This is an optimization exercise on Yosys and OpenROAD, whose aim is small area and a short achievable clock period, not a production implementation. In this exercise RTL edits were held to simulation tests only and were not proved equivalent to the original. Power is estimated from default activity; no workload was simulated.

## maple
## Convolution_with_pipeline
module Convolution_with_pipeline(clk, rst_n, in_valid, weight_valid, In_IFM_1, In_IFM_2, In_IFM_3, In_IFM_4, In_IFM_5, In_IFM_6, In_IFM_7, In_IFM_8, In_IFM_9, In_Weight_1, In_Weight_2, In_Weight_3, In_Weight_4, In_Weight_5, In_Weight_6, In_Weight_7, In_Weight_8, In_Weight_9, out_valid, Out_OFM);
clock: 5.0 ns
lec_check: 0
cap_margin: 20
core_margin: 2
core_utilization: 60
place_density: 0.75
setup_slack_margin: 2.0
slew_margin: 20
synth_hierarchical: 1
standard.sh (not shown) runs the stock make flow with config.mk's settings and CLKGATE_MAP_FILE= SYNTH_SCRIPT=/design/flow/synth_recipe.tcl, a recipe that flattens the netlist after the stock synthesis.
==> flow/flow/run.sh <==
#!/bin/bash
# The standard layout, with plain buffers on the ports instead of the
# delay cells buffer_ports picks by default. Each tool's log stays in orfs/logs;
# make's own output goes to standard.log.
set -euo pipefail
export BUFFER_PORTS_ARGS="-buffer_cell sky130_fd_sc_hd__buf_2"
export CTS_ARGS="-sink_clustering_enable -repair_clock_nets -dont_use_dummy_load -sink_clustering_size 12 -sink_clustering_max_diameter 60 -buf_list sky130_fd_sc_hd__clkbuf_8"
bash standard.sh > standard.log 2>&1
### maple -> indigo
Settings: a change of CORE_UTILIZATION from 60 to 40; a change of SETUP_SLACK_MARGIN from 2.0 to 2.3; a deleted PLACE_DENSITY that had been 0.75.
--- a/flow/flow/run.sh
+++ b/flow/flow/run.sh
@@ -5,4 +5,3 @@
 set -euo pipefail
 export BUFFER_PORTS_ARGS="-buffer_cell sky130_fd_sc_hd__buf_2"
-export CTS_ARGS="-sink_clustering_enable -repair_clock_nets -dont_use_dummy_load -sink_clustering_size 12 -sink_clustering_max_diameter 60 -buf_list sky130_fd_sc_hd__clkbuf_8"
 bash standard.sh > standard.log 2>&1
--- outcome ---
Against maple, indigo reports a relative area of clock buffers and inverters in the final design that is higher.
As far as required arrival time at the worst endpoint is concerned, maple and indigo perform about the same.
Against maple, weighted congestion reported at the end of routability-driven placement in indigo fell by a few percent.
[compare] base=maple new=indigo: utilization after layout has decreased; worst setup margin lost 5.7 ps; layout clock buffer count has increased; design area up 3800 sq um.
The clock period minus worst slack in indigo sits 5.7 ps above the value recorded for maple.
Going from maple to indigo, the area growth from synthesis to final layout was found to have gone up by 18 points.
Diff maple -> indigo: number of antenna repair diodes shrank by 1; core footprint grew by 18000 sq um.
## Diff of input files: xenon against indigo
Settings: PLACE_DENSITY: unset -> 0.75; SETUP_SLACK_MARGIN: 2.3 -> 2.2; CORE_UTILIZATION: 40 -> 60.
--- a/flow/flow/run.sh
+++ b/flow/flow/run.sh
@@ -5,3 +5,4 @@
 set -euo pipefail
 export BUFFER_PORTS_ARGS="-buffer_cell sky130_fd_sc_hd__buf_2"
+export CTS_ARGS="-sink_clustering_enable -repair_clock_nets -dont_use_dummy_load -sink_clustering_size 20 -sink_clustering_max_diameter 100"
 bash standard.sh > standard.log 2>&1
Findings:
Against indigo, xenon comes in 23 ps higher on minimum clock period after layout. Total of hold buffers inserted after clock tree synthesis: xenon vs indigo identical. Compared with indigo, xenon is more frugal on power. In xenon, the required time of the critical path came out 50 ps below the value in indigo. Summary of xenon over indigo: clock network fraction of design power lower, fraction of power consumed by combinational cells higher. [compare] base=indigo new=xenon: clock latency of the later-clocked register in the worst-skew pair decreased by 40 ps relative to the old numbers, share of the final layout cell area in sequential cells increased by 2.1 points relative to the old numbers.

Convolution_with_pipeline again, from the RTL that the note above started with.
==> flow/design.v (excerpt) <==
module Convolution_with_pipeline(clk, rst_n, in_valid, weight_valid, In_IFM_1, In_IFM_2, In_IFM_3, In_IFM_4, In_IFM_5, In_IFM_6, In_IFM_7, In_IFM_8, In_IFM_9, In_Weight_1, In_Weight_2, In_Weight_3, In_Weight_4, In_Weight_5, In_Weight_6, In_Weight_7, In_Weight_8, In_Weight_9, out_valid, Out_OFM);
input clk, rst_n, in_valid, weight_valid;
input [7:0] In_IFM_1;
input [7:0] In_IFM_2;
input [7:0] In_IFM_3;
input [7:0] In_IFM_4;
input [7:0] In_IFM_5;
input [7:0] In_IFM_6;
input [7:0] In_IFM_7;
input [7:0] In_IFM_8;
input [7:0] In_IFM_9;
input [7:0] In_Weight_1;
input [7:0] In_Weight_2;
input [7:0] In_Weight_3;
input [7:0] In_Weight_4;
input [7:0] In_Weight_5;
input [7:0] In_Weight_6;
input [7:0] In_Weight_7;
input [7:0] In_Weight_8;
input [7:0] In_Weight_9;
output out_valid;
output [20:0] Out_OFM;
reg v1, v2, v3;
always @(posedge clk or negedge rst_n)
  if (!rst_n) begin v1 <= 1'b0; v2 <= 1'b0; v3 <= 1'b0; end
  else begin v1 <= in_valid; v2 <= v1; v3 <= v2; end
assign out_valid = v3;
wire s1, c2;
wire s3, c4;
wire s5, c6;
wire s7, c8;
wire s9, c10;
wire s11, c12;
wire s13, c14;
wire s15, c16;
wire s17, c18;
wire s19, c20;
wire s21, c22;
wire s23, c24;
wire s25, c26;
wire s27, c28;
wire s29, c30;
wire s31, c32;
wire s33, c34;
wire s35, c36;
wire s37, c38;
wire s39, c40;
wire s41, c42;
wire s43, c44;
wire s45, c46;
wire s47, c48;
wire s49, c50;
wire s51, c52;
wire s53, c54;
wire s55, c56;
wire s57, c58;
wire s59, c60;
wire s61, c62;
wire s63, c64;
wire s65, c66;
wire s67, c68;
wire s69, c70;
wire s71, c72;
wire s73, c74;
wire s75, c76;
wire s77, c78;
wire s79, c80;
wire s81, c82;
wire s83, c84;
wire s85, c86;
wire s87, c88;
wire s89, c90;
wire s91, c92;
wire s93, c94;
wire s95, c96;
wire s97, c98;
wire s99, c100;
wire s101, c102;
wire s103, c104;
  ...
==> flow/config.mk <==
export PLATFORM = sky130hd
export DESIGN_NAME = Convolution_with_pipeline
export DESIGN_NICKNAME = Convolution_with_pipeline
export VERILOG_FILES = /design/flow/design.v
export SDC_FILE = /design/flow/constraint.sdc
export NUM_CORES = 4
export LEC_CHECK = 0
export CAP_MARGIN = 20
export CORE_MARGIN = 2
export CORE_UTILIZATION = 65
export PLACE_DENSITY = 0.8
export SETUP_SLACK_MARGIN = 2.0
export SLEW_MARGIN = 20
export SYNTH_HIERARCHICAL = 1
==> flow/constraint.sdc <==
create_clock -name core_clock -period 5.0 [get_ports {clk}]
set_input_delay 1.0000 -clock core_clock [delete_from_list [all_inputs] [get_ports {clk}]]
set_output_delay 1.0000 -clock core_clock [all_outputs]
set_load 0.01 [all_outputs]
==> flow/flow/run.sh <==
#!/bin/bash
# The standard layout, with plain buffers on the ports instead of the
# delay cells buffer_ports picks by default. Each tool's log stays in orfs/logs;
# make's own output goes to standard.log.
set -euo pipefail
export BUFFER_PORTS_ARGS="-buffer_cell sky130_fd_sc_hd__buf_2"
export CTS_ARGS="-sink_clustering_enable -repair_clock_nets -dont_use_dummy_load -sink_clustering_size 12 -sink_clustering_max_diameter 60 -buf_list sky130_fd_sc_hd__clkbuf_8"
bash standard.sh > standard.log 2>&1
The baseline ran to the end with no violations.
Change:
==> flow/run.sh (new file) <==
#!/bin/bash
# synth_recipe.tcl (not shown) runs the flow's synth.tcl, then flattens the netlist and writes it again
# the make line also repeats each setting of config.mk as NAME=value (left out here)
make -C /OpenROAD-flow-scripts/flow DESIGN_CONFIG=/design/flow/config.mk WORK_HOME=/design/flow/orfs CLKGATE_MAP_FILE= SYNTH_SCRIPT=/design/flow/synth_recipe.tcl finish
Settings changed: CORE_UTILIZATION 65 to 40, PLACE_DENSITY 0.8 to unset, SETUP_SLACK_MARGIN 2.0 to 2.3.
removed: flow/flow/run.sh
removed: flow/standard.sh
Outcome: Sequential power goes up slightly. Setup slack improves by 0.0065 ns. Area after synthesis stays the same. Power goes up by about a fifth. Register-to-register slack improves by 0.08 ns. Critical path depth goes up by 1. Cell count goes up by about a fifth. First-iteration DRC count goes up by a few percent. Design area goes up by about a fifth. Clock-buffer cell count goes up by 17.
Change:
==> flow/flow/run.sh (new file) <==
#!/bin/bash
# The standard layout, with plain buffers on the ports instead of the
# delay cells buffer_ports picks by default. Each tool's log stays in orfs/logs;
# make's own output goes to standard.log.
set -euo pipefail
export BUFFER_PORTS_ARGS="-buffer_cell sky130_fd_sc_hd__buf_2"
export CTS_ARGS="-sink_clustering_enable -repair_clock_nets -dont_use_dummy_load -sink_clustering_size 20 -sink_clustering_max_diameter 100"
bash standard.sh > standard.log 2>&1
==> flow/standard.sh (new file) <==
#!/bin/bash
# synth_recipe.tcl (not shown) runs the flow's synth.tcl, then flattens the netlist and writes it again
# the make line also repeats each setting of config.mk as NAME=value (left out here)
make -C /OpenROAD-flow-scripts/flow DESIGN_CONFIG=/design/flow/config.mk WORK_HOME=/design/flow/orfs CLKGATE_MAP_FILE= SYNTH_SCRIPT=/design/flow/synth_recipe.tcl "${@:-finish}"
Settings changed: CORE_UTILIZATION 40 to 60, PLACE_DENSITY set to 0.75, SETUP_SLACK_MARGIN 2.3 to 1.9.
removed: flow/run.sh
=> The new run finished with timing, DRC and antenna clean. Register-to-register slack got worse by 0.11 ns. Wire length went down by 23%. Die area shrinks by 33%. Synthesized area does not change. Synthesized cell count is unchanged. Core utilization increases by 14 points. First-iteration DRC count went up by about 1.2%. Global-route usage increases by 4.8 points. Critical path depth drops by 1. Total power decreases by about 17%.
Change:
Settings changed: CORE_UTILIZATION 60 to 50, PLACE_DENSITY 0.75 to 0.7, SETUP_SLACK_MARGIN 1.9 to 2.1.
After rerunning: The changed run passed the timing, design-rule and antenna checks; utilization falls by 8.9 points; total power rises slightly; cell count rises by a few percent; via count rises by a few percent; combinational power stays flat; setup slack improved by 0.16 ns.
Change:
Settings changed: CORE_UTILIZATION 50 to 60, PLACE_DENSITY 0.7 to 0.75, SETUP_SLACK_MARGIN 2.1 to 1.8.
The changed run passed the timing, design-rule and antenna checks. Worst hold slack gains 0.0096 ns. Core utilization goes up by 8.1 points. Fmax fell by about 5%. Critical path depth is unchanged. Via count is lower by 5.1%. Power hardly moves. First-iteration DRC count drops by about 9%. Count of clock-buffer cells in the layout goes down by 1.
Change:
Settings changed: SETUP_SLACK_MARGIN 1.8 to 2.0.
Effect: The new run finished with timing, DRC and antenna clean. Routed wire length rose by a few percent. Worst hold slack is better by 0.012 ns. Synthesized cell count stays the same. Via count increases slightly.

[port drivers added, routing unchanged]
No port has a modelled driver above. Below, the same layouts with a new extraction and two added sets of constraints.
Step 1: set_driving_cell puts a clkbuf_16 on clk and a buf_2 on each other input, an assumption about the parent block.
Step 2, shift: input delay + t, output delay - t, t = (earliest + latest rising clock arrival at the registers) / 2. This alone moves slack from input paths to output paths.
Three values: ideal ports, drivers, drivers and shift; two values: the first two.
run | t (ns) | setup WS [ns] | worst hold slack (ns) | worst setup path after step 2 | pins driven straight from the clock port
maple | 0.637 | 2.044 / 1.939 / 1.302 | 0.180 / 0.152 / 0.329 | input to register | 1
indigo | 0.623 | 2.038 / 1.684 / 1.061 | 0.214 / 0.176 / 0.326 | input to register | 1
xenon | 0.576 | 2.015 / 1.666 / 1.090 | 0.245 / 0.213 / 0.332 | input to register | 1
the first run of note 2 | 0.587 | 1.982 / 1.921 / 1.335 | 0.224 / 0.196 / 0.330 | input to register | 1
the second run of note 2 | 0.627 | 1.988 / 1.700 / 1.073 | 0.326 / 0.326 / 0.326 | input to register | 1
the third run of note 2 | 0.571 | 1.862 / 1.762 / 1.191 | 0.241 / 0.210 / 0.316 | input to register | 1
the fourth run of note 2 | 0.578 | 2.023 / 1.789 / 1.212 | 0.235 / 0.199 / 0.326 | input to register | 1
the fifth run of note 2 | 0.581 | 1.871 / 1.843 / 1.262 | 0.244 / 0.214 / 0.321 | input to register | 1
the sixth run of note 2 | 0.579 | 2.022 / 1.906 / 1.328 | 0.256 / 0.227 / 0.327 | input to register | 1
After both steps setup and hold are still met in every run listed. The setup slack of indigo, which loses most, moves by -0.354 ns with the drivers and by -0.977 ns with both steps.
